Context: an optimization exercise on an open-source flow, tuned for small area. The choices shown serve that exercise and are no tape-out recipe.
In this exercise RTL edits were held to simulation tests only and were not proved equivalent to the original.

===== flow/config.mk =====
export PLATFORM = sky130hd
export DESIGN_NAME = Cordic
export DESIGN_NICKNAME = Cordic
export VERILOG_FILES = /design/flow/design.v
export SDC_FILE = /design/flow/constraint.sdc
export NUM_CORES = 4
export LEC_CHECK = 0
export CAP_MARGIN = 0
export CORE_MARGIN = 2
export CORE_UTILIZATION = 70
export PLACE_DENSITY = 0.75
export SLEW_MARGIN = 0
export SYNTH_HIERARCHICAL = 1

===== flow/constraint.sdc =====
create_clock -name core_clock -period 7.0 [get_ports {clk}]
set_input_delay 1.4000 -clock core_clock [delete_from_list [all_inputs] [get_ports {clk}]]
set_output_delay 1.4000 -clock core_clock [all_outputs]
set_load 0.01 [all_outputs]

===== flow/design.v =====
module cordic_fa(input a, input b, input c, output s, output co);
   assign s = a ^ b ^ c;
   assign co = (a & b) | (a & c) | (b & c);
endmodule
module cordic_ha(input a, input b, output s, output co);
   assign s = a ^ b;
   assign co = a & b;
endmodule
module cordic_xor(input a, input b, output y);
   assign y = a ^ b;
endmodule
module cordic_xnor(input a, input b, output y);
   assign y = ~(a ^ b);
endmodule
module cordic_or(input a, input b, output y);
   assign y = a | b;
endmodule
module cordic_rca #(parameter N = 16) (input [N-1:0] a, input [N-1:0] b, input ci, output [N-1:0] s);
   wire [N:0] c;
   wire t;
   assign c[0] = ci;
   genvar k;
   generate for (k = 0; k < N - 1; k = k + 1) begin : gb
      cordic_fa u (.a(a[k]), .b(b[k]), .c(c[k]), .s(s[k]), .co(c[k+1]));
   end endgenerate
   cordic_xor xt (.a(a[N-1]), .b(b[N-1]), .y(t));
   cordic_xor xs (.a(t), .b(c[N-1]), .y(s[N-1]));
endmodule
module cordic_zstep #(parameter N = 14, parameter [15:0] A = 16'h0, parameter L = 0)
                     (input [N-1:0] z, input neg, output [N-1:0] zn);
   localparam [15:0] NA = ~A + 16'd1;
   wire [N:0] c;
   genvar k;
   generate
      if (L > 0) begin : lo
         assign zn[L-1:0] = z[L-1:0];
      end
      assign zn[L] = ~z[L];
      assign c[L+1] = z[L];
      for (k = L + 1; k < N; k = k + 1) begin : gb
         if (k == N - 1) begin : top
            assign zn[k] = z[k] ^ c[k] ^ (A[k] == NA[k] ? A[k] : (A[k] ? neg : ~neg));
         end else if (A[k] == 1'b0 && NA[k] == 1'b0) begin : h0
            cordic_ha u (.a(z[k]), .b(c[k]), .s(zn[k]), .co(c[k+1]));
         end else if (A[k] == 1'b1 && NA[k] == 1'b1) begin : h1
            cordic_fa u (.a(z[k]), .b(1'b1), .c(c[k]), .s(zn[k]), .co(c[k+1]));
         end else if (A[k] == 1'b1) begin : fp
            cordic_fa u (.a(z[k]), .b(neg), .c(c[k]), .s(zn[k]), .co(c[k+1]));
         end else begin : fn
            cordic_fa u (.a(z[k]), .b(~neg), .c(c[k]), .s(zn[k]), .co(c[k+1]));
         end
      end
   endgenerate
endmodule
module cordic_zsign #(parameter N = 11, parameter [15:0] P = 16'h0, parameter [15:0] M = 16'h0)
                     (input [N-1:0] z, input neg, output s);
   reg c;
   reg b;
   integer k;
   always @* begin
      c = 1'b0;
      for (k = 0; k < N - 1; k = k + 1) begin
         if (P[k] == M[k]) b = P[k];
         else b = P[k] ? neg : ~neg;
         c = (z[k] & b) | (z[k] & c) | (b & c);
      end
      if (P[N-1] == M[N-1]) b = P[N-1];
      else b = P[N-1] ? neg : ~neg;
   end
   assign s = z[N-1] ^ b ^ c;
endmodule
module cordic_maj(input a, input b, input c, output y);
   assign y = (a & b) | (a & c) | (b & c);
endmodule
module cordic_scale(input [15:0] v, output [15:0] o);
   wire [15:0] u = {~v[15], v[14:0]};
   wire [15:0] w = {v[15], ~v[14:0]};
   wire s1, c2; cordic_fa f2 (.a(u[0]), .b(u[2]), .c(w[5]), .s(s1), .co(c2));
   wire s3, c4; cordic_fa f4 (.a(u[1]), .b(u[3]), .c(w[6]), .s(s3), .co(c4));
   wire s5, c6; cordic_fa f6 (.a(u[2]), .b(u[4]), .c(w[7]), .s(s5), .co(c6));
   wire s7, c8; cordic_ha h8 (.a(u[10]), .b(u[12]), .s(s7), .co(c8));
   wire s9, c10; cordic_fa f10 (.a(u[3]), .b(u[5]), .c(w[8]), .s(s9), .co(c10));
   wire s11, c12; cordic_ha h12 (.a(u[11]), .b(u[13]), .s(s11), .co(c12));
   wire s13, c14; cordic_fa f14 (.a(u[4]), .b(u[6]), .c(w[9]), .s(s13), .co(c14));
   wire s15, c16; cordic_fa f16 (.a(w[0]), .b(u[3]), .c(u[5]), .s(s15), .co(c16));
   wire s17, c18; cordic_fa f18 (.a(w[1]), .b(u[4]), .c(u[6]), .s(s17), .co(c18));
   wire s19, c20; cordic_fa f20 (.a(w[2]), .b(u[5]), .c(u[7]), .s(s19), .co(c20));
   wire s21, c22; cordic_fa f22 (.a(u[0]), .b(w[3]), .c(u[6]), .s(s21), .co(c22));
   wire s23, c24; cordic_ha h24 (.a(u[8]), .b(u[9]), .s(s23), .co(c24));
   wire s25, c26; cordic_fa f26 (.a(u[1]), .b(w[4]), .c(u[7]), .s(s25), .co(c26));
   wire s27, c28; cordic_fa f28 (.a(u[9]), .b(u[10]), .c(w[12]), .s(s27), .co(c28));
   wire s29, c30; cordic_fa f30 (.a(u[8]), .b(u[10]), .c(u[11]), .s(s29), .co(c30));
   wire s31, c32; cordic_xnor f32 (.a(w[13]), .b(s1), .y(s31)); cordic_or o32 (.a(w[13]), .b(s1), .y(c32));
   wire s33, c34; cordic_fa f34 (.a(u[9]), .b(u[11]), .c(u[12]), .s(s33), .co(c34));
   wire s35, c36; cordic_fa f36 (.a(w[14]), .b(s3), .c(c2), .s(s35), .co(c36));
   wire s37, c38; cordic_xnor f38 (.a(u[13]), .b(w[15]), .y(s37)); cordic_or o38 (.a(u[13]), .b(w[15]), .y(c38));
   wire s39, c40; cordic_fa f40 (.a(s5), .b(s7), .c(c4), .s(s39), .co(c40));
   wire s41, c42; cordic_xnor f42 (.a(u[14]), .b(s9), .y(s41)); cordic_or o42 (.a(u[14]), .b(s9), .y(c42));
   wire s43, c44; cordic_fa f44 (.a(s11), .b(c6), .c(c8), .s(s43), .co(c44));
   wire s45, c46; cordic_fa f46 (.a(u[12]), .b(u[14]), .c(u[15]), .s(s45), .co(c46));
   wire s47, c48; cordic_fa f48 (.a(s13), .b(c10), .c(c12), .s(s47), .co(c48));
   wire s49, c50; cordic_fa f50 (.a(u[5]), .b(u[7]), .c(w[10]), .s(s49), .co(c50));
   wire s51, c52; cordic_fa f52 (.a(u[13]), .b(u[15]), .c(c14), .s(s51), .co(c52));
   wire s53, c54; cordic_fa f54 (.a(u[6]), .b(u[8]), .c(w[11]), .s(s53), .co(c54));
   wire s55; assign s55 = ~u[14];
   wire s57, c58; cordic_fa f58 (.a(u[7]), .b(u[9]), .c(w[12]), .s(s57), .co(c58));
   wire s59, c60; cordic_ha h60 (.a(u[8]), .b(u[10]), .s(s59), .co(c60));
   wire s61, c62; cordic_ha h62 (.a(u[9]), .b(u[11]), .s(s61), .co(c62));
   wire s63, c64; cordic_ha h64 (.a(u[0]), .b(u[2]), .s(s63), .co(c64));
   wire s65, c66; cordic_fa f66 (.a(u[1]), .b(u[3]), .c(u[4]), .s(s65), .co(c66));
   wire s67, c68; cordic_fa f68 (.a(u[2]), .b(u[4]), .c(u[5]), .s(s67), .co(c68));
   wire s69, c70; cordic_xnor f70 (.a(u[6]), .b(w[8]), .y(s69)); cordic_or o70 (.a(u[6]), .b(w[8]), .y(c70));
   wire s71, c72; cordic_fa f72 (.a(u[7]), .b(w[9]), .c(s17), .s(s71), .co(c72));
   wire s73, c74; cordic_fa f74 (.a(u[8]), .b(w[10]), .c(s19), .s(s73), .co(c74));
   wire s75, c76; cordic_fa f76 (.a(w[11]), .b(s21), .c(s23), .s(s75), .co(c76));
   wire s77, c78; cordic_fa f78 (.a(s25), .b(s27), .c(c22), .s(s77), .co(c78));
   wire s79, c80; cordic_fa f80 (.a(s29), .b(s31), .c(c26), .s(s79), .co(c80));
   wire s81, c82; cordic_fa f82 (.a(s33), .b(s35), .c(c30), .s(s81), .co(c82));
   wire s83, c84; cordic_fa f84 (.a(s37), .b(s39), .c(c34), .s(s83), .co(c84));
   wire s85, c86; cordic_fa f86 (.a(s41), .b(s43), .c(c38), .s(s85), .co(c86));
   wire s87, c88; cordic_fa f88 (.a(s45), .b(s47), .c(c42), .s(s87), .co(c88));
   wire s89, c90; cordic_fa f90 (.a(s49), .b(s51), .c(c46), .s(s89), .co(c90));
   wire s91, c92; cordic_fa f92 (.a(s53), .b(s55), .c(c50), .s(s91), .co(c92));
   wire s93, c94; cordic_fa f94 (.a(u[15]), .b(s57), .c(c54), .s(s93), .co(c94));
   wire s95, c96; cordic_xnor f96 (.a(w[13]), .b(s59), .y(s95)); cordic_or o96 (.a(w[13]), .b(s59), .y(c96));
   wire s97, c98; cordic_xnor f98 (.a(w[14]), .b(s61), .y(s97)); cordic_or o98 (.a(w[14]), .b(s61), .y(c98));
   wire s99, c100; cordic_fa f100 (.a(u[10]), .b(u[12]), .c(w[15]), .s(s99), .co(c100));
   wire s101, c102; cordic_ha h102 (.a(u[11]), .b(u[13]), .s(s101), .co(c102));
   wire s103, c104; cordic_ha h104 (.a(u[12]), .b(u[14]), .s(s103), .co(c104));
   wire s105, c106; cordic_ha h106 (.a(u[0]), .b(u[1]), .s(s105), .co(c106));
   wire s107, c108; cordic_fa f108 (.a(u[1]), .b(u[2]), .c(w[4]), .s(s107), .co(c108));
   wire s109, c110; cordic_fa f110 (.a(u[3]), .b(w[5]), .c(s63), .s(s109), .co(c110));
   wire s111, c112; cordic_fa f112 (.a(w[6]), .b(s65), .c(c64), .s(s111), .co(c112));
   wire s113, c114; cordic_fa f114 (.a(w[7]), .b(s67), .c(c66), .s(s113), .co(c114));
   wire s115, c116; cordic_fa f116 (.a(s15), .b(s69), .c(c68), .s(s115), .co(c116));
   wire s117, c118; cordic_fa f118 (.a(c16), .b(s71), .c(c70), .s(s117), .co(c118));
   wire s119, c120; cordic_fa f120 (.a(c18), .b(s73), .c(c72), .s(s119), .co(c120));
   wire s121, c122; cordic_fa f122 (.a(c20), .b(s75), .c(c74), .s(s121), .co(c122));
   wire s123, c124; cordic_fa f124 (.a(c24), .b(s77), .c(c76), .s(s123), .co(c124));
   wire s125, c126; cordic_fa f126 (.a(c28), .b(s79), .c(c78), .s(s125), .co(c126));
   wire s127, c128; cordic_fa f128 (.a(c32), .b(s81), .c(c80), .s(s127), .co(c128));
   wire s129, c130; cordic_fa f130 (.a(c36), .b(s83), .c(c82), .s(s129), .co(c130));
   wire s131, c132; cordic_fa f132 (.a(c40), .b(s85), .c(c84), .s(s131), .co(c132));
   wire s133, c134; cordic_fa f134 (.a(c44), .b(s87), .c(c86), .s(s133), .co(c134));
   wire s135, c136; cordic_fa f136 (.a(c48), .b(s89), .c(c88), .s(s135), .co(c136));
   wire s137, c138; cordic_fa f138 (.a(c52), .b(s91), .c(c90), .s(s137), .co(c138));
   wire s139, c140; cordic_fa f140 (.a(u[14]), .b(s93), .c(c92), .s(s139), .co(c140));
   wire s141, c142; cordic_fa f142 (.a(c58), .b(s95), .c(c94), .s(s141), .co(c142));
   wire s143, c144; cordic_fa f144 (.a(c60), .b(s97), .c(c96), .s(s143), .co(c144));
   wire s145, c146; cordic_fa f146 (.a(c62), .b(s99), .c(c98), .s(s145), .co(c146));
   wire s147, c148; cordic_xnor f148 (.a(s101), .b(c100), .y(s147)); cordic_or o148 (.a(s101), .b(c100), .y(c148));
   wire s149, c150; cordic_xnor f150 (.a(s103), .b(c102), .y(s149)); cordic_or o150 (.a(s103), .b(c102), .y(c150));
   wire s151, c152; cordic_fa f152 (.a(u[13]), .b(u[15]), .c(c104), .s(s151), .co(c152));
   wire s153; assign s153 = ~u[14];
   wire g168 = u[0] & w[2];
   wire p169 = u[0] | w[2];
   wire g170 = w[3] & s105;
   wire p171 = w[3] | s105;
   wire g172 = s107 & c106;
   wire p173 = s107 | c106;
   wire g174 = s109 & c108;
   wire p175 = s109 | c108;
   wire g176 = s111 & c110;
   wire p177 = s111 | c110;
   wire g178 = s113 & c112;
   wire p179 = s113 | c112;
   wire g180 = s115 & c114;
   wire p181 = s115 | c114;
   wire g182 = s117 & c116;
   wire p183 = s117 | c116;
   wire g184 = s119 & c118;
   wire p185 = s119 | c118;
   wire g186 = s121 & c120;
   wire p187 = s121 | c120;
   wire g188 = s123 & c122;
   wire p189 = s123 | c122;
   wire g190 = s125 & c124;
   wire p191 = s125 | c124;
   wire g192 = 1'b0 | (w[1] & w[0]);
   wire p193 = w[1] & 1'b1;
   wire g194 = g170 | (p171 & g168);
   wire p195 = p171 & p169;
   wire g196 = g194 | (p195 & g192);
   wire p197 = p195 & p193;
   wire g198 = g174 | (p175 & g172);
   wire p199 = p175 & p173;
   wire g200 = g176 | (p177 & g198);
   wire p201 = p177 & p199;
   wire g202 = g200 | (p201 & g196);
   wire p203 = p201 & p197;
   wire g204 = g180 | (p181 & g178);
   wire p205 = p181 & p179;
   wire g206 = g184 | (p185 & g182);
   wire p207 = p185 & p183;
   wire g208 = g206 | (p207 & g204);
   wire p209 = p207 & p205;
   wire g210 = g188 | (p189 & g186);
   wire p211 = p189 & p187;
   wire g212 = g190 | (p191 & g210);
   wire p213 = p191 & p211;
   wire g214 = g212 | (p213 & g208);
   wire p215 = p213 & p209;
   wire g216 = g214 | (p215 & g202);
   wire p217 = p215 & p203;
   wire t218, r219; cordic_fa g219 (.a(s127), .b(c126), .c(g216), .s(t218), .co(r219));
   wire t220, r221; cordic_fa g221 (.a(s129), .b(c128), .c(r219), .s(t220), .co(r221));
   wire t222, r223; cordic_fa g223 (.a(s131), .b(c130), .c(r221), .s(t222), .co(r223));
   wire t224, r225; cordic_fa g225 (.a(s133), .b(c132), .c(r223), .s(t224), .co(r225));
   wire t226, r227; cordic_fa g227 (.a(s135), .b(c134), .c(r225), .s(t226), .co(r227));
   wire t228, r229; cordic_fa g229 (.a(s137), .b(c136), .c(r227), .s(t228), .co(r229));
   wire t230, r231; cordic_fa g231 (.a(s139), .b(c138), .c(r229), .s(t230), .co(r231));
   wire t232, r233; cordic_fa g233 (.a(s141), .b(c140), .c(r231), .s(t232), .co(r233));
   wire t234, r235; cordic_fa g235 (.a(s143), .b(c142), .c(r233), .s(t234), .co(r235));
   wire t236, r237; cordic_fa g237 (.a(s145), .b(c144), .c(r235), .s(t236), .co(r237));
   wire t238, r239; cordic_fa g239 (.a(s147), .b(c146), .c(r237), .s(t238), .co(r239));
   wire t240, r241; cordic_fa g241 (.a(s149), .b(c148), .c(r239), .s(t240), .co(r241));
   wire t242, r243; cordic_fa g243 (.a(s151), .b(c150), .c(r241), .s(t242), .co(r243));
   wire t244, r245; cordic_fa g245 (.a(s153), .b(c152), .c(r243), .s(t244), .co(r245));
   wire t246, r247; cordic_fa g247 (.a(u[15]), .b(u[14]), .c(r245), .s(t246), .co(r247));
   wire t248 = ~r247;
   wire t249, r250; cordic_ha g250 (.a(s143), .b(c142), .s(t249), .co(r250));
   wire t251, r252; cordic_fa g252 (.a(s145), .b(c144), .c(r250), .s(t251), .co(r252));
   wire t253, r254; cordic_fa g254 (.a(s147), .b(c146), .c(r252), .s(t253), .co(r254));
   wire t255, r256; cordic_fa g256 (.a(s149), .b(c148), .c(r254), .s(t255), .co(r256));
   wire t257, r258; cordic_fa g258 (.a(s151), .b(c150), .c(r256), .s(t257), .co(r258));
   wire t259, r260; cordic_fa g260 (.a(s153), .b(c152), .c(r258), .s(t259), .co(r260));
   wire t261, r262; cordic_fa g262 (.a(u[15]), .b(u[14]), .c(r260), .s(t261), .co(r262));
   wire t263 = ~r262;
   wire t264, r265; cordic_xnor g265 (.a(s143), .b(c142), .y(t264)); cordic_or o265 (.a(s143), .b(c142), .y(r265));
   wire t266, r267; cordic_fa g267 (.a(s145), .b(c144), .c(r265), .s(t266), .co(r267));
   wire t268, r269; cordic_fa g269 (.a(s147), .b(c146), .c(r267), .s(t268), .co(r269));
   wire t270, r271; cordic_fa g271 (.a(s149), .b(c148), .c(r269), .s(t270), .co(r271));
   wire t272, r273; cordic_fa g273 (.a(s151), .b(c150), .c(r271), .s(t272), .co(r273));
   wire t274, r275; cordic_fa g275 (.a(s153), .b(c152), .c(r273), .s(t274), .co(r275));
   wire t276, r277; cordic_fa g277 (.a(u[15]), .b(u[14]), .c(r275), .s(t276), .co(r277));
   wire t278 = ~r277;
   wire q279 = r233 ? r277 : r262;
   assign o = {(r233 ? t278 : t263), (r233 ? t276 : t261), (r233 ? t274 : t259), (r233 ? t272 : t257), (r233 ? t270 : t255), (r233 ? t268 : t253), (r233 ? t266 : t251), (r233 ? t264 : t249), t232, t230, t228, t226, t224, t222, t220, t218};
endmodule
module Cordic(input clk, input signed [15:0] Xin, input signed [15:0] Yin, input [15:0] angle,
              output reg signed [15:0] Xout, output reg signed [15:0] Yout);
   wire [13:0] z1 = {~angle[13], angle[12:0]};      
   wire [13:0] z2n;                                  
   cordic_zstep #(14, 16'h12e4, 2) zs1 (.z(z1), .neg(z1[13]), .zn(z2n));
   reg [15:0] x0, y0;
   reg [1:0]  q0;
   reg        d1;
   reg [13:0] z2;
   always @(posedge clk) begin
      x0 <= Xin; y0 <= Yin; q0 <= angle[15:14]; d1 <= z1[13]; z2 <= z2n;
   end
   wire [15:0] low1;                                 
   assign low1[0] = 1'b0;
   genvar k;
   generate for (k = 1; k < 16; k = k + 1) begin : gl
      assign low1[k] = low1[k-1] | y0[k-1];
   end endgenerate
   wire mx  = q0[1] ^ q0[0];     
   wire my  = ~q0[1];            
   wire mxy = q0[1];             
   wire myy = q0[1] ^ q0[0];     
   wire [15:0] x1n, y1n;
   wire [15:0] addx1_a = y0 ^ ({16{my}} & low1);
   wire [15:0] addx1_b = x0;
   wire addx1_s = mx;
   assign x1n[0] = addx1_a[0] ^ addx1_b[0];
   cordic_rca #(15) addx1 (.a(addx1_a[15:1]), .b(addx1_b[15:1] ^ {15{addx1_s}}),
                     .ci(addx1_s ? (addx1_a[0] | ~addx1_b[0]) : (addx1_a[0] & addx1_b[0])), .s(x1n[15:1]));
   wire [15:0] addy1_a = y0 ^ ({16{myy}} & low1);
   wire [15:0] addy1_b = x0;
   wire addy1_s = mxy;
   assign y1n[0] = addy1_a[0] ^ addy1_b[0];
   cordic_rca #(15) addy1 (.a(addy1_a[15:1]), .b(addy1_b[15:1] ^ {15{addy1_s}}),
                     .ci(addy1_s ? (addy1_a[0] | ~addy1_b[0]) : (addy1_a[0] & addy1_b[0])), .s(y1n[15:1]));
   wire [12:0] z3n;                                  
   cordic_zstep #(13, 16'h09fb, 0) zs2 (.z(z2[12:0]), .neg(z2[13]), .zn(z3n));
   reg [15:0] x1, y1;
   reg [2:1]  d1r;
   reg [12:0] z3;
   always @(posedge clk) begin
      x1 <= x1n; y1 <= y1n; d1r <= {z2[13], d1}; z3 <= z3n;
   end
   wire [15:0] x2n, y2n;
   wire [15:0] ax1_a = x1;
   wire [15:0] ax1_b = {{1{y1[15]}}, y1[15:1]};
   wire ax1_s = ~d1r[1];
   assign x2n[0] = ax1_a[0] ^ ax1_b[0];
   cordic_rca #(15) ax1 (.a(ax1_a[15:1]), .b(ax1_b[15:1] ^ {15{ax1_s}}),
                     .ci(ax1_s ? (ax1_a[0] | ~ax1_b[0]) : (ax1_a[0] & ax1_b[0])), .s(x2n[15:1]));
   wire [15:0] ay1_a = y1;
   wire [15:0] ay1_b = {{1{x1[15]}}, x1[15:1]};
   wire ay1_s = d1r[1];
   assign y2n[0] = ay1_a[0] ^ ay1_b[0];
   cordic_rca #(15) ay1 (.a(ay1_a[15:1]), .b(ay1_b[15:1] ^ {15{ay1_s}}),
                     .ci(ay1_s ? (ay1_a[0] | ~ay1_b[0]) : (ay1_a[0] & ay1_b[0])), .s(y2n[15:1]));
   wire [11:0] z4n;                                  
   cordic_zstep #(12, 16'h0511, 0) zs3 (.z(z3[11:0]), .neg(z3[12]), .zn(z4n));
   reg [15:0] x2, y2; reg [3:2] d2r; reg [11:0] z4;
   always @(posedge clk) begin
      x2 <= x2n; y2 <= y2n; d2r <= {z3[12], d1r[2]}; z4 <= z4n;
   end
   wire [15:0] x3n, y3n;
   wire [15:0] ax2_a = x2;
   wire [15:0] ax2_b = {{2{y2[15]}}, y2[15:2]};
   wire ax2_s = ~d2r[2];
   assign x3n[0] = ax2_a[0] ^ ax2_b[0];
   cordic_rca #(15) ax2 (.a(ax2_a[15:1]), .b(ax2_b[15:1] ^ {15{ax2_s}}),
                     .ci(ax2_s ? (ax2_a[0] | ~ax2_b[0]) : (ax2_a[0] & ax2_b[0])), .s(x3n[15:1]));
   wire [15:0] ay2_a = y2;
   wire [15:0] ay2_b = {{2{x2[15]}}, x2[15:2]};
   wire ay2_s = d2r[2];
   assign y3n[0] = ay2_a[0] ^ ay2_b[0];
   cordic_rca #(15) ay2 (.a(ay2_a[15:1]), .b(ay2_b[15:1] ^ {15{ay2_s}}),
                     .ci(ay2_s ? (ay2_a[0] | ~ay2_b[0]) : (ay2_a[0] & ay2_b[0])), .s(y3n[15:1]));
   wire [10:0] z5n;                                  
   cordic_zstep #(11, 16'h028b, 0) zs4 (.z(z4[10:0]), .neg(z4[11]), .zn(z5n));
   reg [15:0] x3, y3; reg [4:3] d3r; reg [10:0] z5;
   always @(posedge clk) begin
      x3 <= x3n; y3 <= y3n; d3r <= {z4[11], d2r[3]}; z5 <= z5n;
   end
   wire [15:0] x4n, y4n;
   wire [15:0] ax3_a = x3;
   wire [15:0] ax3_b = {{3{y3[15]}}, y3[15:3]};
   wire ax3_s = ~d3r[3];
   assign x4n[0] = ax3_a[0] ^ ax3_b[0];
   cordic_rca #(15) ax3 (.a(ax3_a[15:1]), .b(ax3_b[15:1] ^ {15{ax3_s}}),
                     .ci(ax3_s ? (ax3_a[0] | ~ax3_b[0]) : (ax3_a[0] & ax3_b[0])), .s(x4n[15:1]));
   wire [15:0] ay3_a = y3;
   wire [15:0] ay3_b = {{3{x3[15]}}, x3[15:3]};
   wire ay3_s = d3r[3];
   assign y4n[0] = ay3_a[0] ^ ay3_b[0];
   cordic_rca #(15) ay3 (.a(ay3_a[15:1]), .b(ay3_b[15:1] ^ {15{ay3_s}}),
                     .ci(ay3_s ? (ay3_a[0] | ~ay3_b[0]) : (ay3_a[0] & ay3_b[0])), .s(y4n[15:1]));
   wire d6n, d7m, d7p;
   cordic_zsign #(11, 16'h0145, 16'hfebb) zg6 (.z(z5), .neg(z5[10]), .s(d6n));
   cordic_zsign #(11, 16'h00a3, 16'hfe19) zg7m (.z(z5), .neg(z5[10]), .s(d7m));   
   cordic_zsign #(11, 16'h01e7, 16'hff5d) zg7p (.z(z5), .neg(z5[10]), .s(d7p));   
   reg [15:0] x4, y4; reg [7:4] d4r;
   always @(posedge clk) begin
      x4 <= x4n; y4 <= y4n; d4r <= {d6n ? d7p : d7m, d6n, z5[10], d3r[4]};
   end
   wire [15:0] x5n, y5n;
   wire [15:0] ax4_a = x4;
   wire [15:0] ax4_b = {{4{y4[15]}}, y4[15:4]};
   wire ax4_s = ~d4r[4];
   assign x5n[0] = ax4_a[0] ^ ax4_b[0];
   cordic_rca #(15) ax4 (.a(ax4_a[15:1]), .b(ax4_b[15:1] ^ {15{ax4_s}}),
                     .ci(ax4_s ? (ax4_a[0] | ~ax4_b[0]) : (ax4_a[0] & ax4_b[0])), .s(x5n[15:1]));
   wire [15:0] ay4_a = y4;
   wire [15:0] ay4_b = {{4{x4[15]}}, x4[15:4]};
   wire ay4_s = d4r[4];
   assign y5n[0] = ay4_a[0] ^ ay4_b[0];
   cordic_rca #(15) ay4 (.a(ay4_a[15:1]), .b(ay4_b[15:1] ^ {15{ay4_s}}),
                     .ci(ay4_s ? (ay4_a[0] | ~ay4_b[0]) : (ay4_a[0] & ay4_b[0])), .s(y5n[15:1]));
   reg [15:0] x5, y5; reg [7:5] d5r;
   always @(posedge clk) begin
      x5 <= x5n; y5 <= y5n; d5r <= d4r[7:5];
   end
   wire [15:0] x6n, y6n;
   wire [15:0] ax5_a = x5;
   wire [15:0] ax5_b = {{5{y5[15]}}, y5[15:5]};
   wire ax5_s = ~d5r[5];
   assign x6n[0] = ax5_a[0] ^ ax5_b[0];
   cordic_rca #(15) ax5 (.a(ax5_a[15:1]), .b(ax5_b[15:1] ^ {15{ax5_s}}),
                     .ci(ax5_s ? (ax5_a[0] | ~ax5_b[0]) : (ax5_a[0] & ax5_b[0])), .s(x6n[15:1]));
   wire [15:0] ay5_a = y5;
   wire [15:0] ay5_b = {{5{x5[15]}}, x5[15:5]};
   wire ay5_s = d5r[5];
   assign y6n[0] = ay5_a[0] ^ ay5_b[0];
   cordic_rca #(15) ay5 (.a(ay5_a[15:1]), .b(ay5_b[15:1] ^ {15{ay5_s}}),
                     .ci(ay5_s ? (ay5_a[0] | ~ay5_b[0]) : (ay5_a[0] & ay5_b[0])), .s(y6n[15:1]));
   reg [15:0] x6, y6; reg [7:6] d6r;
   always @(posedge clk) begin
      x6 <= x6n; y6 <= y6n; d6r <= d5r[7:6];
   end
   wire [15:0] x7n, y7n;
   wire [15:0] ax6_a = x6;
   wire [15:0] ax6_b = {{6{y6[15]}}, y6[15:6]};
   wire ax6_s = ~d6r[6];
   assign x7n[0] = ax6_a[0] ^ ax6_b[0];
   cordic_rca #(15) ax6 (.a(ax6_a[15:1]), .b(ax6_b[15:1] ^ {15{ax6_s}}),
                     .ci(ax6_s ? (ax6_a[0] | ~ax6_b[0]) : (ax6_a[0] & ax6_b[0])), .s(x7n[15:1]));
   wire [15:0] ay6_a = y6;
   wire [15:0] ay6_b = {{6{x6[15]}}, x6[15:6]};
   wire ay6_s = d6r[6];
   assign y7n[0] = ay6_a[0] ^ ay6_b[0];
   cordic_rca #(15) ay6 (.a(ay6_a[15:1]), .b(ay6_b[15:1] ^ {15{ay6_s}}),
                     .ci(ay6_s ? (ay6_a[0] | ~ay6_b[0]) : (ay6_a[0] & ay6_b[0])), .s(y7n[15:1]));
   reg [15:0] x7, y7; reg d7r;
   always @(posedge clk) begin x7 <= x7n; y7 <= y7n; d7r <= d6r[7]; end
   wire [15:0] x8n, y8n;
   wire [15:0] ax7_a = x7;
   wire [15:0] ax7_b = {{7{y7[15]}}, y7[15:7]};
   wire ax7_s = ~d7r;
   assign x8n[0] = ax7_a[0] ^ ax7_b[0];
   cordic_rca #(15) ax7 (.a(ax7_a[15:1]), .b(ax7_b[15:1] ^ {15{ax7_s}}),
                     .ci(ax7_s ? (ax7_a[0] | ~ax7_b[0]) : (ax7_a[0] & ax7_b[0])), .s(x8n[15:1]));
   wire [15:0] ay7_a = y7;
   wire [15:0] ay7_b = {{7{x7[15]}}, x7[15:7]};
   wire ay7_s = d7r;
   assign y8n[0] = ay7_a[0] ^ ay7_b[0];
   cordic_rca #(15) ay7 (.a(ay7_a[15:1]), .b(ay7_b[15:1] ^ {15{ay7_s}}),
                     .ci(ay7_s ? (ay7_a[0] | ~ay7_b[0]) : (ay7_a[0] & ay7_b[0])), .s(y8n[15:1]));
   reg [15:0] x8, y8;
   always @(posedge clk) begin x8 <= x8n; y8 <= y8n; end
   wire [15:0] xs8, ys8;
   cordic_scale scx (.v(x8), .o(xs8));
   cordic_scale scy (.v(y8), .o(ys8));
   always @(posedge clk) begin
      Xout <= xs8;
      Yout <= ys8;
   end
endmodule

===== flow/flow/run.sh =====
#!/bin/bash
# The standard layout (standard synthesis included), except that the port
# buffers use the smallest buffer cell and clock tree synthesis adds no dummy
# loads. ORFS keeps each step's log under orfs/logs/; the make output goes to
# standard.log.
set -euo pipefail
export BUFFER_PORTS_ARGS="-buffer_cell sky130_fd_sc_hd__buf_1"
export CTS_ARGS="-sink_clustering_enable -repair_clock_nets -dont_use_dummy_load -buf_list sky130_fd_sc_hd__clkbuf_8 -sink_clustering_size 20 -sink_clustering_max_diameter 90"
bash standard.sh > standard.log 2>&1

===== flow/standard.sh =====
#!/bin/bash
# synth_recipe.tcl (not shown) runs the flow's synth.tcl, then flattens the netlist and writes it again
# the make line also repeats each setting of config.mk as NAME=value (left out here)
make -C /OpenROAD-flow-scripts/flow DESIGN_CONFIG=/design/flow/config.mk WORK_HOME=/design/flow/orfs CLKGATE_MAP_FILE= SYNTH_SCRIPT=/design/flow/synth_recipe.tcl "${@:-finish}"

==> results.yml, run 1 <==
status:
  outcome: "finished clean"
routing:
  wl_met3_um: 873
  dr.pass1.iters: 4
  drt-initial-drc-count: 291
  vias_per_cell: 5.101
  wl_met2_mm: 16.64
  vias: 9483
  drc_errors: 0
  ant_nets: 0
  post_drt_wl_per_cell_um: 15.46
  wl_met1_mm: 10.30
  top_layer: "met4"
  routed_wirelength_mm: 28.74
sta:
  drv_slew: 0
  hold_violations: 0
  rsz0062_at_grt: "false"
  finalSetupTns_ns: 0
  final-setup-viol-count: 0
  finalCritPeriodShare_pct: 95.37
  max_freq_ghz: 0.1498
  skew_ns: 0.04876
  maxSlewHeadroom_pct: 22.26
  max_slew.worst_pin.slew_ns: 1.158
  fin_crit_ns: 6.676
placed_design:
  gp_congestion: 0.8647
  portBuffers: 80
  dpl.cell_count: 1836
  hpwlAfterDp_mm: 24.51
floorplan:
  dieArea_sq_um: 30920
  fp.dieW_um: 175.8
  start_util_pct: 71.63
  core_area_sq_um: 28860
  rows: 62
  num_io_pins: 81
  die_y_um: 175.8
synth:
  synth_area_per_cell_sq_um: 14.84
  synthCells: 1393
  synthXorXnorAreaFrac_pct: 12.47
  synth_cell_types: 49
  synth.area.mux_share_pct: 1.404
  synthAdderAreaFrac_pct: 41.89
  ys_warn_count: 10
  yosys-top-cells-area: "fa_1, dfxtp_1, xor2_1, xnor2_1, mux2_2"
  synth_ff_type: "dfxtp_1"
  synth_compound_area_share_pct: 2.300
  syn_area_sq_um: 20670
  yosysSeqAreaShare_pct: 37.58
  syn-num-nets: 1882
  synth_largest_area_cell: "fa_1"
  synthSimpleGateAreaFrac_pct: 2.288
  synth_async_sr_flop_share_pct: 0
  ys_seq_elements: 388
  synth_top_area_share_pct: 40.68
  synth_top_family_by_area: "adder cells"
  synth_edf_count: 0
finish:
  instances_no_fill: 1859
  diodes: 0
  final_common_cell: "fa_1"
  fin_nets: 1966
  mostFrequentLayoutCells: "fa_1, dfxtp_1, xor2_1"
  final_util_pct: 75.28
  drive_above_1_share_pct: 6.034
  area_delta_synth_final_pct: 5.097
critical_path:
  path_buf_inv: 0
  path_cells: "xor2_2 > nand2_1 > xnor2_1 > fa_1 > fa_1 > fa_1 > fa_1 > fa_1 > fa_1 > fa_1 > fa_1 > fa_1 > fa_1 > fa_1 > fa_1 > fa_1 > fa_1 > xor2_1"
  cpLargestDelayFamily: "adder cells"
  cp_data_arrival_time_ns: 7.13
  cp_slowest_cell: "fa_1"
  crit_top_cell: "fa_1"
  endpoint_kind: "register"
  critical-path-max-stage-delay_ns: 0.44
  crit_fanout: 3
  setup.worst_path.start_class: "register"
  cp.required_ns: 7.45
  crit_type: "register to register"
global_route:
  grt_pass1_vias: 10900
  grt_max_degree: 29
  grt_pass1_wl_mm: 50.71
  antenna_found_initial: 0
  grt.overflow.total: 0
  track_usage_pct: 20.77
clock_network:
  worstSkewPairLatency_ns: 0.56
  cts_root_buf: "clkbuf_8"
  holdBufCountCts: 0
  clk_pin_slew_ns: 0.11
  cts_tree: "yes"
  htreeDepth: 1
  clock_path_buffers: 3
  clock_sinks: 388
  cts_made_buffers: 23
worst_hold_path:
  hold_path.class: "register to register"
job:
  drv_cap: 0
[layout make-up]
class                   instances  area (sq um)
clock buffers                  23         316.6
repair buffers                107         503.0
multi-input cells             913         12490
well taps                     384         480.5
inverters                      44         165.2
fillers                      1857          7134
flip-flops and latches        388          7769
[cell usage after synthesis, drive strengths merged, types with 3 or more instances]
cell type	n
buf	31
nand2b	4
mux2	24
nand2	13
o21ai	13
ha	20
xnor2	122
dfxtp	388
xnor3	4
o22ai	3
nor2	36
xor2	162
clkbuf	17
fa	420
nand4	3
inv	44
or2	19
nor3	5
a21oi	19
o211ai	3
or4	3
a31oi	10
o22a	4
[worst register-to-register path, cell delays in order (launching register included)]
cell and delay, ns:
dfxtp_2 0.40, xor2_2 0.19, nand2_1 0.09, xnor2_1 0.16, fa_1 0.44, fa_1 0.39, fa_1 0.39, fa_1 0.40
fa_1 0.39, fa_1 0.40, fa_1 0.40, fa_1 0.40, fa_1 0.40, fa_1 0.40, fa_1 0.40, fa_1 0.40
fa_1 0.39, fa_1 0.39, xor2_1 0.16
[state kept, by name, summed over array words and instances, names as in the netlist, 15 cells and up]
signal and cells:
x5 16, y4 16, Xout 16, x1 15
x8 16, x3 16, y3 16, y2 16
x6 16, x2 16, x7 16, y5 16
y7 16, y8 16, x0 16, Yout 16
y6 16, y1 16, x4 16, y0 16
[cell families (layout without fill, tap and decap cells)]
| logic type | after synthesis | after routing |
|---|---|---|
| compound gates | 70 | 70 |
| fa+ha+maj | 440 | 440 |
| simple gates | 89 | 89 |
| buf+inv | 92 | 174 |
| mux | 26 | 26 |
| flops | 388 | 388 |
| xor+xnor | 288 | 288 |
[per-module statistics from Yosys (local to each module, per instance), a selection]
| module | copies in the design | cells | flip-flops and latches |
|---|---|---|---|
| Cordic | 1 | 718 | 388 |
| cordic_fa | 420 | 1 | 0 |
| cordic_ha | 20 | 1 | 0 |
| cordic_or | 18 | 1 | 0 |
| cordic_scale | 2 | 61 | 0 |
| cordic_xnor | 18 | 1 | 0 |
| cordic_xor | 32 | 1 | 0 |
[timing repair]
item / 4_1_cts / 5_1_grt
setup endpoints to repair: 0 / 1
gates resized for setup: 0 / 2
setup buffers: 0 / 0
[worst paths after layout]
path | from | to | slack [ns] | cells past startpoint
min reg2reg | d1 | d1r[1] | 0.28 | 0
max | q0[0] | y1[15] | 0.32 | 18
min | d1 | d1r[1] | 0.28 | 0
max reg2reg | q0[0] | y1[15] | 0.32 | 18
[stage by stage]
step           hold slack [ns]  cell area, sq um  setup slack, ns
2_1_floorplan           0.3096             20670          0.07531
3_3_place_gp            0.3118             21400           0.2542
3_5_place_dp            0.3121             21400           0.2358
4_1_cts                 0.2695             21710           0.1746
5_1_grt                 0.2712             21720          0.02229
6_report                0.2776             21720           0.3238
[metal layers]
metal | vias to the layer above | global-route usage [%]
met1 | 4808 | 22.49
li1 | 4463 | -
met2 | 156 | 41.60
met3 | 56 | 2.706
met4 | 0 | 6.439
met5 | - | 0
==> inputs of run 2 (changes only) <==
==> flow/flow/run.sh (replaced) <==
#!/bin/bash
# The standard layout (standard synthesis included), except that the port
# buffers use the smallest buffer cell and clock tree synthesis adds no dummy
# loads. ORFS keeps each step's log under orfs/logs/; the make output goes to
# standard.log.
set -euo pipefail
export BUFFER_PORTS_ARGS="-buffer_cell sky130_fd_sc_hd__buf_1"
export CTS_ARGS="-sink_clustering_enable -repair_clock_nets -dont_use_dummy_load -buf_list sky130_fd_sc_hd__clkbuf_8 -sink_clustering_size 18 -sink_clustering_max_diameter 80"
bash standard.sh > standard.log 2>&1
--- a/flow/config.mk
+++ b/flow/config.mk
@@ -5,9 +5,9 @@
 export SDC_FILE = /design/flow/constraint.sdc
 export NUM_CORES = 4
 export LEC_CHECK = 0
-export CAP_MARGIN = 0
+export CAP_MARGIN = 5
 export CORE_MARGIN = 2
 export CORE_UTILIZATION = 70
 export PLACE_DENSITY = 0.75
-export SLEW_MARGIN = 0
+export SLEW_MARGIN = 5
 export SYNTH_HIERARCHICAL = 1
==> run 2 against run 1 <==
Net effect:
- still clean on timing, DRC and antenna
- sequential share of layout area down 0.067 points
- clock skew down 0.0066 ns
- worst setup slack worse by 0.015 ns
- first-iteration DRC count up 8.9%
- global-route usage up 0.11 points
- register-to-register slack worse by 0.02 ns
- cell area up 0.22%
- area after synthesis unchanged
- non-clock buffer count unchanged
- largest cell class unchanged
==> results.yml, run 2 <==
critical_path:
  crit_type: "register to register"
  worstRegToRegCells: 18
  path_cells: "buf_4 > nand2b_1 > xnor2_1 > fa_1 > fa_1 > fa_1 > fa_1 > fa_1 > fa_1 > fa_2 > fa_1 > fa_1 > fa_1 > fa_1 > fa_1 > fa_1 > fa_1 > xor2_1"
  cpLargestDelayFamily: "adder cells"
  r2r-start: "q0[1]"
  setup.worst_path.start_class: "register"
  crit_top_cell: "fa_1"
  worstSetupPathDepth: 18
  rr_endpoint: "x1[15]"
  reg2reg_slack_ns: 0.31
  critical-path-max-stage-delay_ns: 0.45
  endpoint_kind: "register"
  crit_fanout: 5
  setup.worst_path.start: "q0[1]"
  crit_end: "x1[15]"
  path_buf_inv: 1
  cp_slowest_cell: "fa_1"
  cp.required_ns: 7.46
  cp_data_arrival_time_ns: 7.16
synth:
  syn-num-nets: 1882
  synth_cell_types: 49
  synthTopCellsByCount: "fa_1, dfxtp_1, xor2_1"
  syn_area_sq_um: 20670
  synth_ff_type: "dfxtp_1"
  synth_edf_count: 0
  synth_async_sr_flop_share_pct: 0
  yosysMostFrequentCell: "fa_1"
  ys_warn_count: 10
  ys_seq_elements: 388
  synth_largest_area_cell: "fa_1"
  yosysSeqAreaShare_pct: 37.58
  synth_top_area_share_pct: 40.68
  synthCells: 1393
  synth_area_per_cell_sq_um: 14.84
  yosys-top-cells-area: "fa_1, dfxtp_1, xor2_1, xnor2_1, mux2_2"
clock_network:
  cts_root_buf: "clkbuf_8"
  holdBufCountCts: 0
  postCtsResizedCells: 0
  clk_pin_slew_ns: 0.10
  cts_made_buffers: 25
  worstSkewPairLatency_ns: 0.58
  htreeDepth: 1
  clock_sinks: 388
  cts_tree: "yes"
  clock_path_buffers: 3
  cts_setup_buffers: 0
routing:
  drt-initial-drc-count: 317
  routed_wirelength_mm: 28.97
  dr.pass1.iters: 4
  vias: 9483
  post_drt_wl_per_cell_um: 15.57
  drc_errors: 0
  ant_nets: 0
  vias_per_cell: 5.096
placed_design:
  hpwlAfterDp_mm: 24.51
  portBuffers: 80
  place_area_sq_um: 21400
  gp_congestion: 0.8647
  dp_slack_ns: 0.2358
sta:
  drv_slew: 0
  max_slew.worst_pin.slew_ns: 1.201
  fin_crit_ns: 6.691
  hold_violations: 0
  finalCritPeriodShare_pct: 95.59
  max_freq_ghz: 0.1494
  maxSlewHeadroom_pct: 19.37
  final-setup-viol-count: 0
  fin_ws_ns: 0.3085
  skew_ns: 0.04221
finish:
  drive_above_1_share_pct: 6.229
  area_delta_synth_final_pct: 5.327
  mostFrequentLayoutCells: "fa_1, dfxtp_1, xor2_1"
  fillers: 1857
  diodes: 0
  stdcell_area_sq_um: 21770
  fin_nets: 1968
  final_common_cell: "fa_1"
worst_hold_path:
  hold_path.class: "register to register"
  min_delay_path_depth: 0
floorplan:
  rows: 62
  die_y_um: 175.8
  dieArea_sq_um: 30920
  fp.dieW_um: 175.8
  core_area_sq_um: 28860
  start_util_pct: 71.63
  num_io_pins: 81
status:
  outcome: "finished clean"
global_route:
  use_met1_pct: 22.81
  grt_max_degree: 29
  use_met2_pct: 41.35
  track_usage_pct: 20.89
  grt_pass1_wl_mm: 50.86
  gr-usage-met3_pct: 2.338
  grt_pass1_vias: 10940
  antenna_found_initial: 0
  top_usage_layer: "met2"
  grt.overflow.total: 0
job:
  drv_cap: 0
[run 2: cell counts after synthesis]
No cell type changed its count.
[run 2: cell families after synthesis]
logic type	share of synthesized area, %
adder cells (fa/ha/maj)	41.89
flip-flops	37.58
XOR/XNOR	12.47
buffers and inverters	2.070
AND/OR/NAND/NOR	2.288
AO/OA/AOI/OAI	2.300
multiplexers	1.404
[run 2: metal layers]
layer	wire [um]	share of wire, %
met5	0	0
met4	1147	4.0
met3	764	2.6
met2	16670	58
met1	10380	36
[run 2: worst min-delay path by stage]
stage | start | endpoint | slack [ns]
after floorplan | d1 | d1r[1] | 0.31
after global placement | d4r[7] | d5r[7] | 0.31
after detailed placement | d3r[4] | d4r[4] | 0.31
after CTS | d3r[4] | d4r[4] | 0.34
after global routing | d3r[4] | d4r[4] | 0.34
final | d2r[3] | d3r[3] | 0.33
[run 2: area by class of cell]
type	instances	area, sq um	area share [%]
multi-input combinational	913	12500	57.43
sequential	388	7771	35.70
timing repair buffer	107	506.7	2.328
tap	384	480.5	2.207
clock buffer	25	344.1	1.580
inverter	44	165.2	0.7586
[run 2: through the flow]
| stage | hold slack, ns | utilization (%) | setup TNS, ns | cells |
|---|---|---|---|---|
| floorplan | 0.3096 | - | 0 | 1393 |
| global placement | 0.3118 | 74.15 | 0 | 1836 |
| detailed placement | 0.3121 | 74.15 | 0 | 1836 |
| CTS | 0.3360 | 75.34 | 0 | 1861 |
| global route | 0.3435 | 75.44 | -0.03920 | 1861 |
| finish | 0.3345 | 75.44 | 0 | 1861 |
[run 2: modules after synthesis (local to each module, per instance), excerpt]
| module | copies in the design | cells inside | flip-flops and latches |
|---|---|---|---|
| Cordic | 1 | 718 | 388 |
| cordic_fa | 420 | 1 | 0 |
| cordic_ha | 20 | 1 | 0 |
| cordic_or | 18 | 1 | 0 |
| cordic_scale | 2 | 61 | 0 |
| cordic_xnor | 18 | 1 | 0 |
| cordic_xor | 32 | 1 | 0 |
==> inputs of run 3 (changes only) <==
--- a/flow/config.mk
+++ b/flow/config.mk
@@ -7,7 +7,7 @@
 export LEC_CHECK = 0
 export CAP_MARGIN = 5
 export CORE_MARGIN = 2
-export CORE_UTILIZATION = 70
-export PLACE_DENSITY = 0.75
+export CORE_UTILIZATION = 80
+export PLACE_DENSITY = 0.85
 export SLEW_MARGIN = 5
 export SYNTH_HIERARCHICAL = 1
==> run 3 against run 2 <==
Net effect:
- still clean
- sequential share of layout area is 0.12 points higher
- register-to-register slack worse by 0.11 ns
- first-iteration DRC count is 1.9% higher
- final cell count is 2.9% lower
- global-route usage is 5.0 points higher
- area after synthesis stayed put
- sequential cell count stayed put
- die area is 12% lower
==> results.yml, run 3 <==
status:
  outcome: "finished clean"
synth:
  synth_ff_type: "dfxtp_1"
  synth_edf_count: 0
  synth_top_area_share_pct: 40.68
  yosysMostFrequentCell: "fa_1"
  yosys-top-cells-area: "fa_1, dfxtp_1, xor2_1, xnor2_1, mux2_2"
  ys_seq_elements: 388
  synthTopCellsByCount: "fa_1, dfxtp_1, xor2_1"
  synth_cell_types: 49
  synth_area_per_cell_sq_um: 14.84
  syn_area_sq_um: 20670
  ys_warn_count: 10
  synthCells: 1393
  syn-num-nets: 1882
  yosysSeqAreaShare_pct: 37.58
  synth_largest_area_cell: "fa_1"
  synth_async_sr_flop_share_pct: 0
clock_network:
  clock_path_buffers: 3
  cts_setup_buffers: 0
  cts_root_buf: "clkbuf_8"
  htreeDepth: 1
  clk_pin_slew_ns: 0.10
  clock_sinks: 388
  postCtsResizedCells: 0
  cts_tree: "yes"
  cts_made_buffers: 25
  holdBufCountCts: 0
  worstSkewPairLatency_ns: 0.57
placed_design:
  portBuffers: 80
  hpwlAfterDp_mm: 26.54
  place_area_sq_um: 21330
  dp_slack_ns: 0.1734
  gp_congestion: 0.8926
global_route:
  antenna_found_initial: 0
  grt_pass1_vias: 11480
  grt.overflow.total: 0
  track_usage_pct: 25.92
  grt_max_degree: 29
  grt_pass1_wl_mm: 53.32
sta:
  max_freq_ghz: 0.1471
  fin_crit_ns: 6.798
  rsz0062_at_grt: "false"
  finalCritPeriodShare_pct: 97.12
  drv_slew: 0
  maxSlewHeadroom_pct: 25.00
  hold_violations: 0
  finalSetupTns_ns: 0
  fin_ws_ns: 0.2019
  skew_ns: 0.03233
  final-setup-viol-count: 0
  max_slew.worst_pin.slew_ns: 1.121
routing:
  post_drt_wl_per_cell_um: 17.57
  routed_wirelength_mm: 31.74
  drc_errors: 0
  dr.pass1.iters: 4
  drt-initial-drc-count: 323
  vias_per_cell: 5.402
  ant_nets: 0
  vias: 9762
worst_hold_path:
  hold_path.class: "register to register"
  min_from: "d2r[3]"
critical_path:
  crit_fanout: 5
  endpoint_kind: "register"
  setup.worst_path.start_class: "register"
  r2r-start: "q0[1]"
  cp.required_ns: 7.47
  crit_type: "register to register"
  setup.worst_path.start: "q0[1]"
  cp_slowest_cell: "fa_1"
  critical-path-max-stage-delay_ns: 0.43
  path_cells: "buf_4 > xnor2_2 > xnor2_1 > fa_1 > fa_1 > fa_1 > fa_1 > fa_1 > fa_1 > fa_1 > fa_1 > fa_1 > fa_1 > fa_1 > fa_1 > fa_1 > fa_1 > xor2_1"
  crit_top_cell: "fa_1"
  cp_data_arrival_time_ns: 7.26
finish:
  area_delta_synth_final_pct: 4.939
  final_common_cell: "fa_1"
  diodes: 0
  stdcell_area_sq_um: 21690
  drive_above_1_share_pct: 6.229
  final_util_pct: 85.89
  fin_nets: 1968
  mostFrequentLayoutCells: "fa_1, dfxtp_1, xor2_1"
floorplan:
  fp.dieW_um: 164.7
  num_io_pins: 81
  dieArea_sq_um: 27140
  die_y_um: 164.7
  start_util_pct: 81.85
  core_area_sq_um: 25250
  rows: 58
job:
  drv_cap: 0
==> run 3: cell type report <==
| class | instances | area, sq um |
|---|---|---|
| clock buffer | 25 | 344.1 |
| fill | 1211 | 3563 |
| inverter | 44 | 165.2 |
| multi-input combinational | 913 | 12500 |
| sequential | 388 | 7769 |
| tap | 330 | 412.9 |
| timing repair buffer | 107 | 503.0 |
==> run 3: modules after synthesis, one instance, submodules excluded, excerpt <==
module	cells	times used
Cordic	718	1
cordic_fa	1	420
cordic_ha	1	20
cordic_or	1	18
cordic_scale	61	2
cordic_xnor	1	18
cordic_xor	1	32
==> run 3: final timing paths <==
path / to / slack, ns / depth (start not counted)
max: x1[15] / 0.20 / 18
min: d3r[3] / 0.33 / 0
max reg2reg: x1[15] / 0.20 / 18
min reg2reg: d3r[3] / 0.33 / 0
==> run 3: routing by layer <==
layer  GRT usage (%)  part of all wire [%]  wire, um
met2           52.66                    59     18700
met5               0                     0         0
met4           11.54                   4.7      1486
met1           26.08                    34     10650
met3           2.938                   2.9       911
==> run 3: worst max-delay path: cells and delay by family (launching register included) <==
family,cells,cell delay [ns]
xor+xnor,3,0.57
fa+ha+maj,14,5.61
buf+inv,1,0.17
flops,1,0.35
==> run 3: cell families (layout without fill, tap and decap cells) <==
| group | after synthesis | count (layout) | share of synthesized area, % |
|---|---|---|---|
| AO/OA/AOI/OAI | 70 | 70 | 2.300 |
| adder cells (fa/ha/maj) | 440 | 440 | 41.89 |
| XOR/XNOR | 288 | 288 | 12.47 |
| flip-flops | 388 | 388 | 37.58 |
| multiplexers | 26 | 26 | 1.404 |
| buffers and inverters | 92 | 176 | 2.070 |
| AND/OR/NAND/NOR | 89 | 89 | 2.288 |
==> run 3: through the flow <==
stage / instances / hold slack, ns
6_report: 1807 / 0.3349
5_1_grt: 1807 / 0.3420
4_1_cts: 1807 / 0.3348
3_5_place_dp: 1782 / 0.3121
3_3_place_gp: 1782 / 0.3117
2_1_floorplan: 1393 / 0.3096
==> inputs of run 4 (changes only) <==
--- a/flow/design.v
+++ b/flow/design.v
@@ -39,7 +39,9 @@
       assign c[L+1] = z[L];
       for (k = L + 1; k < N; k = k + 1) begin : gb
          if (k == N - 1) begin : top
-            assign zn[k] = z[k] ^ c[k] ^ (A[k] == NA[k] ? A[k] : (A[k] ? neg : ~neg));
+            wire t;
+            cordic_xor xt (.a(z[k]), .b(A[k] ? neg : ~neg), .y(t));
+            cordic_xor xs (.a(t), .b(c[k]), .y(zn[k]));
          end else if (A[k] == 1'b0 && NA[k] == 1'b0) begin : h0
             cordic_ha u (.a(z[k]), .b(c[k]), .s(zn[k]), .co(c[k+1]));
          end else if (A[k] == 1'b1 && NA[k] == 1'b1) begin : h1
--- a/flow/config.mk
+++ b/flow/config.mk
@@ -7,7 +7,7 @@
 export LEC_CHECK = 0
 export CAP_MARGIN = 5
 export CORE_MARGIN = 2
-export CORE_UTILIZATION = 80
-export PLACE_DENSITY = 0.85
+export CORE_UTILIZATION = 70
+export PLACE_DENSITY = 0.75
 export SLEW_MARGIN = 5
 export SYNTH_HIERARCHICAL = 1
==> run 4 against run 3 <==
Net effect:
- synthesized cell count increased by 0.29%
- register-to-register slack improved by 0.12 ns
- core utilization fell by 11 points
- clock skew hardly changed
- first-iteration DRC count shrank 14%
==> results.yml, run 4 <==
placed_design:
  gp_congestion: 0.8743
  dp_slack_ns: 0.2131
  hpwlAfterDp_mm: 24.98
  portBuffers: 80
  dpl.cell_count: 1839
clock_network:
  cts_setup_buffers: 0
  cts_tree: "yes"
  clock_sinks: 388
  clk_pin_slew_ns: 0.10
  worstSkewPairLatency_ns: 0.57
  clock_path_buffers: 3
  htreeDepth: 1
  cts_root_buf: "clkbuf_8"
  holdBufCountCts: 0
  postCtsResizedCells: 0
  cts_made_buffers: 25
floorplan:
  rows: 62
  num_io_pins: 81
  dieArea_sq_um: 30890
  die_y_um: 175.8
  start_util_pct: 71.56
  core_area_sq_um: 28860
  fp.dieW_um: 175.8
synth:
  yosysSeqAreaShare_pct: 37.62
  synth_largest_area_cell: "fa_1"
  syn_area_sq_um: 20650
  synth_top_area_share_pct: 40.72
  synth_area_per_cell_sq_um: 14.78
  ys_warn_count: 10
  syn-num-nets: 1886
  synth_async_sr_flop_share_pct: 0
  synth_ff_type: "dfxtp_1"
  synthCells: 1397
  synth_edf_count: 0
  ys_seq_elements: 388
  yosys-top-cells-area: "fa_1, dfxtp_1, xor2_1, xnor2_1, mux2_2"
  synth_cell_types: 48
  yosysMostFrequentCell: "fa_1"
  synthTopCellsByCount: "fa_1, dfxtp_1, xor2_1"
worst_hold_path:
  hold_path.class: "register to register"
  min_delay_path_depth: 0
global_route:
  grt_pass1_vias: 11280
  grt.overflow.total: 0
  grt_max_degree: 29
  grt_pass1_wl_mm: 51.68
  antenna_found_initial: 0
  track_usage_pct: 21.25
sta:
  hold_violations: 0
  rsz0062_at_grt: "false"
  max_slew.worst_pin.slew_ns: 1.034
  max_freq_ghz: 0.1497
  maxSlewHeadroom_pct: 30.83
  fin_ws_ns: 0.3217
  skew_ns: 0.03225
  fin_crit_ns: 6.678
  final-setup-viol-count: 0
  finalSetupTns_ns: 0
  finalCritPeriodShare_pct: 95.40
  drv_slew: 0
finish:
  area_delta_synth_final_pct: 5.199
  final_common_cell: "fa_1"
  instances_no_fill: 1864
  drive_above_1_share_pct: 6.081
  diodes: 0
  fin_nets: 1971
  mostFrequentLayoutCells: "fa_1, dfxtp_1, xor2_1"
routing:
  vias: 9520
  drt-initial-drc-count: 278
  post_drt_wl_per_cell_um: 15.76
  routed_wirelength_mm: 29.38
  dr.pass1.iters: 4
  drc_errors: 0
  vias_per_cell: 5.107
  ant_nets: 0
critical_path:
  crit_type: "register to register"
  endpoint_kind: "register"
  cp.required_ns: 7.47
  crit_fanout: 3
  cp_data_arrival_time_ns: 7.14
  setup.worst_path.start_class: "register"
  worstRegToRegCells: 16
job:
  drv_cap: 0
status:
  outcome: "finished clean"
-- run 4: final cells by class --
| cell class | count | area, sq um |
|---|---|---|
| Multi-Input combinational cell | 917 | 12470 |
| Inverter | 44 | 165.2 |
| Timing Repair Buffer | 106 | 495.5 |
| Sequential cell | 388 | 7769 |
| Tap cell | 384 | 480.5 |
| Clock buffer | 25 | 344.1 |
| Fill cell | 1898 | 7134 |
-- run 4: path summary, 6_finish.rpt --
path | end | startpoint | slack (ns)
setup / recovery | y5[15] | x4[4] | 0.32
hold / removal | d4r[4] | d3r[4] | 0.33
setup reg to reg | y5[15] | x4[4] | 0.32
hold reg to reg | d4r[4] | d3r[4] | 0.33
-- run 4: logic make-up after synthesis --
| family | Yosys count | synth area share, % |
|---|---|---|
| muxes | 26 | 1.406 |
| and+or+nand+nor | 89 | 2.290 |
| AOI/OAI and AO/OA | 70 | 2.302 |
| adders and majority gates | 440 | 41.93 |
| buffers and inverters | 92 | 2.072 |
| xor gates and xnor gates | 292 | 12.38 |
| DFF | 388 | 37.62 |
-- run 4: modules after synthesis (local to each module, per instance), excerpt --
module        cell area (sq um)  flops+latches  times used
cordic_scale              396.6              0           2
cordic_ha                 12.51              0          20
cordic_xor                8.758              0          40
cordic_or                 6.256              0          18
cordic_fa                 20.02              0         420
cordic_xnor               8.758              0          18
Cordic                    10320            388           1
-- run 4: routing by layer --
metal | vias up | routed length [um] | global-route usage (%) | share of wire [%]
li1 | 4477 | - | - | -
met1 | 4871 | 10270 | 22.35 | 35
met2 | 118 | 17410 | 43.52 | 59
met3 | 54 | 819 | 2.554 | 2.8
met4 | 0 | 887 | 6.336 | 3.0
met5 | - | 0 | 0 | 0
-- run 4: stage by stage --
stage	hold WS (ns)	area [sq um]	util (%)
2_1_floorplan	0.3096	20650	-
3_3_place_gp	0.3108	21370	74.05
3_5_place_dp	0.3128	21370	74.05
4_1_cts	0.3372	21710	75.25
5_1_grt	0.3430	21720	75.28
6_report	0.3341	21720	75.28
-- run 4: critical path, cell delays in order, from the launching register on --
cell	delay, ns
dfxtp_1	0.42
mux2_2	0.37
fa_1	0.42
fa_1	0.41
fa_1	0.41
fa_1	0.39
fa_1	0.39
fa_1	0.40
fa_1	0.40
fa_1	0.41
fa_1	0.41
fa_1	0.41
fa_1	0.40
fa_1	0.39
fa_1	0.40
fa_1	0.39
xor2_1	0.17

## static timing again, ports no longer ideal
In the flow no input, the clock included, has a driving cell. The finished layouts below were timed again as built, in two steps. Step 1: set_driving_cell puts a clkbuf_16 on clk and a buf_2 on each other input, an assumption about the parent block. Step 2, shift: input delay + t, output delay - t, t = (earliest + latest rising clock arrival at the registers) / 2. This alone moves slack from input paths to output paths. a / b / c = ideal / step 1 / step 2; a / b = the first two.
run	shift t [ns]	setup WS [ns]	worst setup path after step 2	pins driven straight from the clock port
run 1	0.584	0.324 / 0.324 / 0.324	register to register	1
run 2	0.601	0.309 / 0.309 / 0.309	register to register	1
run 3	0.606	0.202 / 0.202 / 0.202	register to register	1
run 4	0.609	0.322 / 0.322 / 0.322	register to register	1
After both steps every run listed still meets setup and hold.
